This design comes from an exercise in tuning for small area, a short achievable clock period and few clock cycles on the open sky130 flow, not from production work. The RTL was checked by simulation tests, not by an equivalence proof against the original design. Power figures rest on the tool's default switching activity, not on a simulated workload.

## 10-26
// mips_core
module mips_core (clk, rst, iaddr, idata, daddr, dwr, ddout, ddin);
export LEC_CHECK = 0
export CAP_MARGIN = 20
export CORE_MARGIN = 2
export CORE_UTILIZATION = 40
export SLEW_MARGIN = 20
create_clock -name core_clock -period 12.0 [get_ports {clk}]
standard.sh (not shown) runs the stock make flow with config.mk's settings and CLKGATE_MAP_FILE= SYNTH_SCRIPT=/design/flow/synth_recipe.tcl, a recipe that flattens the netlist after the stock synthesis.
==> flow/flow/run.sh <==
#!/bin/bash
export SETUP_SLACK_MARGIN=8
export TNS_END_PERCENT=10
export CTS_CLUSTER_SIZE=22
export CTS_CLUSTER_DIAMETER=80
export CTS_BUF_LIST="sky130_fd_sc_hd__clkbuf_8 sky130_fd_sc_hd__clkbuf_16"
bash standard.sh > standard.log 2>&1
10-26 closes out successfully: all stages finished, all timing, DRC and antenna checks passed.
Testbench counts of 10-26, summed over its fixed seeds: cycles 22,972.
Inputs modified between 10-26 and 03-28:
--- a/flow/design.v
+++ b/flow/design.v
@@ -50,25 +50,26 @@
 	reg         d_AluSrc;     
 	reg         d_ShiftVar;   
 	reg         d_Lui;
 	reg         d_Link;
 	reg         d_useRs;
 	reg         d_useRt;
 	reg         d_Branch;
 	reg  [2:0]  d_BrType;
 	reg         d_jumpReg;    
 	reg  [31:0] x_A;          
 	reg  [31:0] x_B;          
 	reg  [31:0] x_sd;         
-	reg  [4:0]  x_sh;         
+	reg  [4:0]  x_shL;        
+	reg  [4:0]  x_shR;
 	reg  [1:0]  x_Res;
 	reg         x_Sub;
 	reg  [1:0]  x_Logic;
 	reg  [1:0]  x_Shift;
 	reg         x_Unsigned;
 	reg         x_RegWrite;
 	reg  [4:0]  x_regtoWrite;
 	reg         x_MemRead;
 	reg         x_MemWrite;
 	reg         x_Mul;
 	reg         x_BrE;        
 	reg         x_jumpReg;
@@ -300,26 +301,26 @@
 	wire lt = x_Unsigned ? !sum[33] :
 	          (x_A[31] ^ x_B[31]) ? x_A[31] : sum[32];
 	reg [31:0] logicZ;
 	always @(*) begin
 		case (x_Logic)
 			2'd0: logicZ = x_A & x_B;
 			2'd1: logicZ = x_A | x_B;
 			2'd2: logicZ = x_A ^ x_B;
 			default: logicZ = ~(x_A | x_B);
 		endcase
 	end
 	wire [63:0] shext = {{32{x_Shift[0] & x_B[31]}}, x_B};
-	wire [31:0] sr    = shext >> x_sh;
-	wire [31:0] sl    = x_B << x_sh;
+	wire [31:0] sr    = shext >> x_shR;
+	wire [31:0] sl    = x_B << x_shL;
 	wire [31:0] shiftZ = x_Shift[1] ? sr : sl;
 	reg [31:0] aluZ;
 	always @(*) begin
 		case (x_Res)
 			2'd0: aluZ = sum[32:1];
 			2'd1: aluZ = logicZ;
 			2'd2: aluZ = shiftZ;
 			default: aluZ = {31'd0, lt};
 		endcase
 	end
 	reg x_taken;
 	always @(*) begin
@@ -534,25 +535,28 @@
 			ras <= d_pc1;
 		if (d_issue && d_cond && d_pred) begin
 			btb_pc  <= d_pc;
 			btb_tgt <= branch_value;
 		end
 		d_selA <= n_selA;
 		d_selB <= n_selB;
 		d_wA   <= n_wA;
 		d_wB   <= n_wB;
 		x_A          <= fw_A;
 		x_B          <= op_B;
 		x_sd         <= fw_B;
-		x_sh         <= d_ShiftVar ? fw_A[4:0] : (d_Lui || d_Link) ? 5'd0 : d_ir[10:6];
+		if (d_Res == 2'd2 && !d_Shift[1])
+			x_shL    <= d_ShiftVar ? fw_A[4:0] : (d_Lui || d_Link) ? 5'd0 : d_ir[10:6];
+		if (d_Res == 2'd2 && d_Shift[1])
+			x_shR    <= d_ShiftVar ? fw_A[4:0] : d_ir[10:6];
 		x_Res        <= d_Res;
 		x_Sub        <= d_Sub;
 		x_Logic      <= d_Logic;
 		x_Shift      <= d_Shift;
 		x_Unsigned   <= d_Unsigned;
 		x_regtoWrite <= d_regtoWrite;
 		x_jumpReg    <= d_jumpReg;
 		x_BrType     <= d_BrType;
 		x_pred       <= d_jumpReg ? d_fp : d_pred;
 		x_alt        <= d_jumpReg ? f_pc : d_pred ? d_pc1 : branch_value;
 		m_addr       <= aluZ;
 		m_din        <= x_sd;
Results
- 03-28: done, clean on timing, DRC and antenna
- For 03-28, the launching element of the worst setup path was x_B[31], unlike 10-26, where it was x_B[1].
- Compared with 10-26, 03-28 shows a higher share of total power in the clock network.
- Between 10-26 and 03-28, the cell count went up.
- Layout overhead on the synthesized area is higher on 03-28
- 10-26 → 03-28: worst path setup slack after routing has decreased; final worst clock skew fell 0.031 ns; buffering stage count on the worst path with inverters included has decreased.
Testbench counts of 03-28, summed over its fixed seeds: cycles 22,972.

## rev 12
Another version of the RTL of mips_core (not shown whole).
Size in the first run: roughly 7600 cells after synthesis, ~1500 flip-flops, roughly 120 I/O pins.
export LEC_CHECK = 0
export CAP_MARGIN = 20
export CORE_MARGIN = 2
export CORE_UTILIZATION = 40
export SLEW_MARGIN = 20
create_clock -name core_clock -period 12.0 [get_ports {clk}]
==> flow/flow/run.sh <==
#!/bin/bash
export SETUP_SLACK_MARGIN=8
export TNS_END_PERCENT=0
export CTS_CLUSTER_SIZE=22
export CTS_CLUSTER_DIAMETER=80
export CTS_BUF_LIST="sky130_fd_sc_hd__clkbuf_8 sky130_fd_sc_hd__clkbuf_16"
bash standard.sh > standard.log 2>&1
Testbench counts of rev 12, summed over its fixed seeds: cycles 22,658.
#### Input delta (rev 13 over rev 12)
diff --git a/flow/design.v b/flow/design.v
--- a/flow/design.v
+++ b/flow/design.v
@@ -272,19 +272,16 @@
 			rf_A = rf_A | ({32{d_selA[k]}} & RegBank[k]);
 			rf_B = rf_B | ({32{d_selB[k]}} & RegBank[k]);
 		end
 	end
 	wire d_cond  = d_Branch && (d_ir[15:0] != 16'd0);
 	wire d_ctrl  = d_cond || d_jumpReg;
 	wire d_defer = (d_useRs && (x_hitRs || m_hitRs)) ||
 	               (d_useRt && (x_hitRt || m_hitRt));
-	wire d_deferJ = d_fp ? (x_hitRs || m_hitRs) :
-	                ((x_hitRs && (x_late || x_Res == 2'd3)) ||
-	                 (!x_hitRs && m_hitRs && m_MemRead));
 	wire [31:0] d_regA = rf_A;
 	wire [31:0] d_regB = rf_B;
 	reg taken;
 	always @(*) begin
 		case (d_BrType)
 			3'b000: taken = (d_regA == d_regB);                           
 			3'b001: taken = (d_regA != d_regB);                           
 			3'b010: taken = d_regA[31] || (d_regA == 32'd0);              
@@ -335,30 +332,29 @@
 			3'b101: x_taken = !x_A[31];
 			default: x_taken = 1'b0;
 		endcase
 	end
 	wire x_redirect = x_BrE && (x_jumpReg ? (!x_pred || x_A[9:0] != x_alt) :
 	                                        (x_taken != x_pred));
 	wire [9:0] x_target = x_jumpReg ? x_A[9:0] : x_alt;
 	wire [9:0] nextF  = f_pred ? f_target : f_pc1;   
-	wire [9:0] jr_tgt = x_hitRs ? aluZ[9:0] : m_hitRs ? m_addr[9:0] : d_regA[9:0];
 	wire d_early  = !rst && !x_redirect && d_go;
 	wire mBR      = d_early && d_cond && !d_defer;   
-	wire mJR      = d_early && d_jumpReg && !d_deferJ;  
+	wire mJR      = d_early && d_jumpReg && !d_defer;  
 	wire jr_go    = !d_fp || d_regA[9:0] != f_pc;
 	wire e_take   = d_go && d_cond && d_defer && !d_fb && d_pred;
 	wire e_untake = d_go && d_fb && !d_cond;       
 	wire [9:0] pcE = rst ? 10'd0 : x_redirect ? x_target : stall ? f_pc :
 	                 e_take ? branch_value : e_untake ? d_pc1 : nextF;
 	wire vE       = !rst && !x_redirect && (stall ? d_valid : !(e_take || e_untake));
 	wire [9:0] pcT = d_fb ? nextF : branch_value;   
 	wire [9:0] pcN = d_fb ? d_pc1 : nextF;          
 	wire [9:0] f_pc_next = mBR ? (taken ? pcT : pcN) :
-	                       mJR ? (jr_go ? jr_tgt : nextF) : pcE;
+	                       mJR ? (jr_go ? d_regA[9:0] : nextF) : pcE;
 	wire d_valid_next = mBR ? (taken == d_fb) : mJR ? !jr_go : vE;
 	wire [31:0] m_ms  = m_mul0 ^ m_mul1 ^ m_mul2;
 	wire [31:0] m_mc  = {((m_mul0 & m_mul1) | (m_mul0 & m_mul2) | (m_mul1 & m_mul2)), 1'b0};
 	wire [31:0] m_res = m_Mul ? m_ms + m_mc : m_addr;
 	wire [31:0] m_val = m_MemRead ? ddin : m_res;
 	wire sA_x  = x_hitRs;
 	wire sA_m  = !x_hitRs && m_hitRs && !m_MemRead;
 	wire sA_l  = !x_hitRs && m_hitRs && m_MemRead;
@@ -514,17 +510,17 @@
 			if (d_issue && d_Link && (d_op == 6'b000011 || d_jumpReg))
 				ras_v    <= 1'b1;
 			if (d_issue && d_cond && d_pred)
 				btb_v    <= 1'b1;
 			x_RegWrite   <= d_issue && d_RegWrite;
 			x_MemRead    <= d_issue && d_MemRead;
 			x_MemWrite   <= d_issue && d_MemWrite;
 			x_Mul        <= d_issue && d_Mul;
-			x_BrE        <= d_issue && ((d_cond && d_defer) || (d_jumpReg && d_deferJ));
+			x_BrE        <= d_issue && d_ctrl && d_defer;
 			m_RegWrite   <= x_RegWrite;
 			m_MemRead    <= x_MemRead;
 			m_MemWrite   <= x_MemWrite;
 			m_Mul        <= x_Mul;
 			w_RegWrite   <= m_RegWrite;
 		end
 	end
 	always @(posedge clk) begin
Results
~same internal power contribution in rev 12 and rev 13
In rev 13, the hold slack came out 0.0052 ns above the value in rev 12.
The slew of the pin with the lowest slew margin number comes out lower for rev 12 vs rev 13.
Every run in the comparison, rev 12 and rev 13, completed the flow with a clean layout.
Post-detailed-route wirelength per cell: lower on rev 13
Against rev 12 as the reference, rev 13 delivers a lower cell count after synthesis.
Count of antenna diodes in the layout ended up 4 higher on rev 13 than on rev 12.
Critical path depth (rev 13 over rev 12): decrease, 1
Rev 13 vs rev 12, net switching share of the total power went down by 0.21 points.
Between rev 12 and rev 13, worst setup slack increased.
Testbench counts of rev 13, summed over its fixed seeds: cycles 22,972.

[static timing again, ports no longer ideal]
Ports are ideal in the flow. The routed layouts listed here were re-timed in OpenROAD.
Step 1: set_driving_cell puts a clkbuf_16 on clk and a buf_2 on each other input, an assumption about the parent block.
Step 2 times the ports against the registers' clock, not the clock port: input delays grow and output delays shrink by t, the midpoint of the rising clock arrivals with the driver on.
Slacks: ideal ports / drivers / drivers and shift; pairs: ideal ports / drivers.
| run | t (ns) | slack for setup (ns) | slew at the worst register clock pin (ns) | pins driven straight from the clock port |
|---|---|---|---|---|
| 10-26 | 0.873 | 7.555 / 7.555 / 7.051 | 0.10 / 0.10 | 1 |
| 03-28 | 0.884 | 7.471 / 7.471 / 6.978 | 0.10 / 0.10 | 1 |
| rev 12 | 0.879 | 7.450 / 7.450 / 6.868 | 0.10 / 0.10 | 1 |
| rev 13 | 0.883 | 7.538 / 7.538 / 6.784 | 0.10 / 0.10 | 1 |
After both steps setup and hold are still met in every run listed. The setup slack of rev 13, which loses most, moves by 0.000 ns with the drivers and by -0.754 ns with both steps.
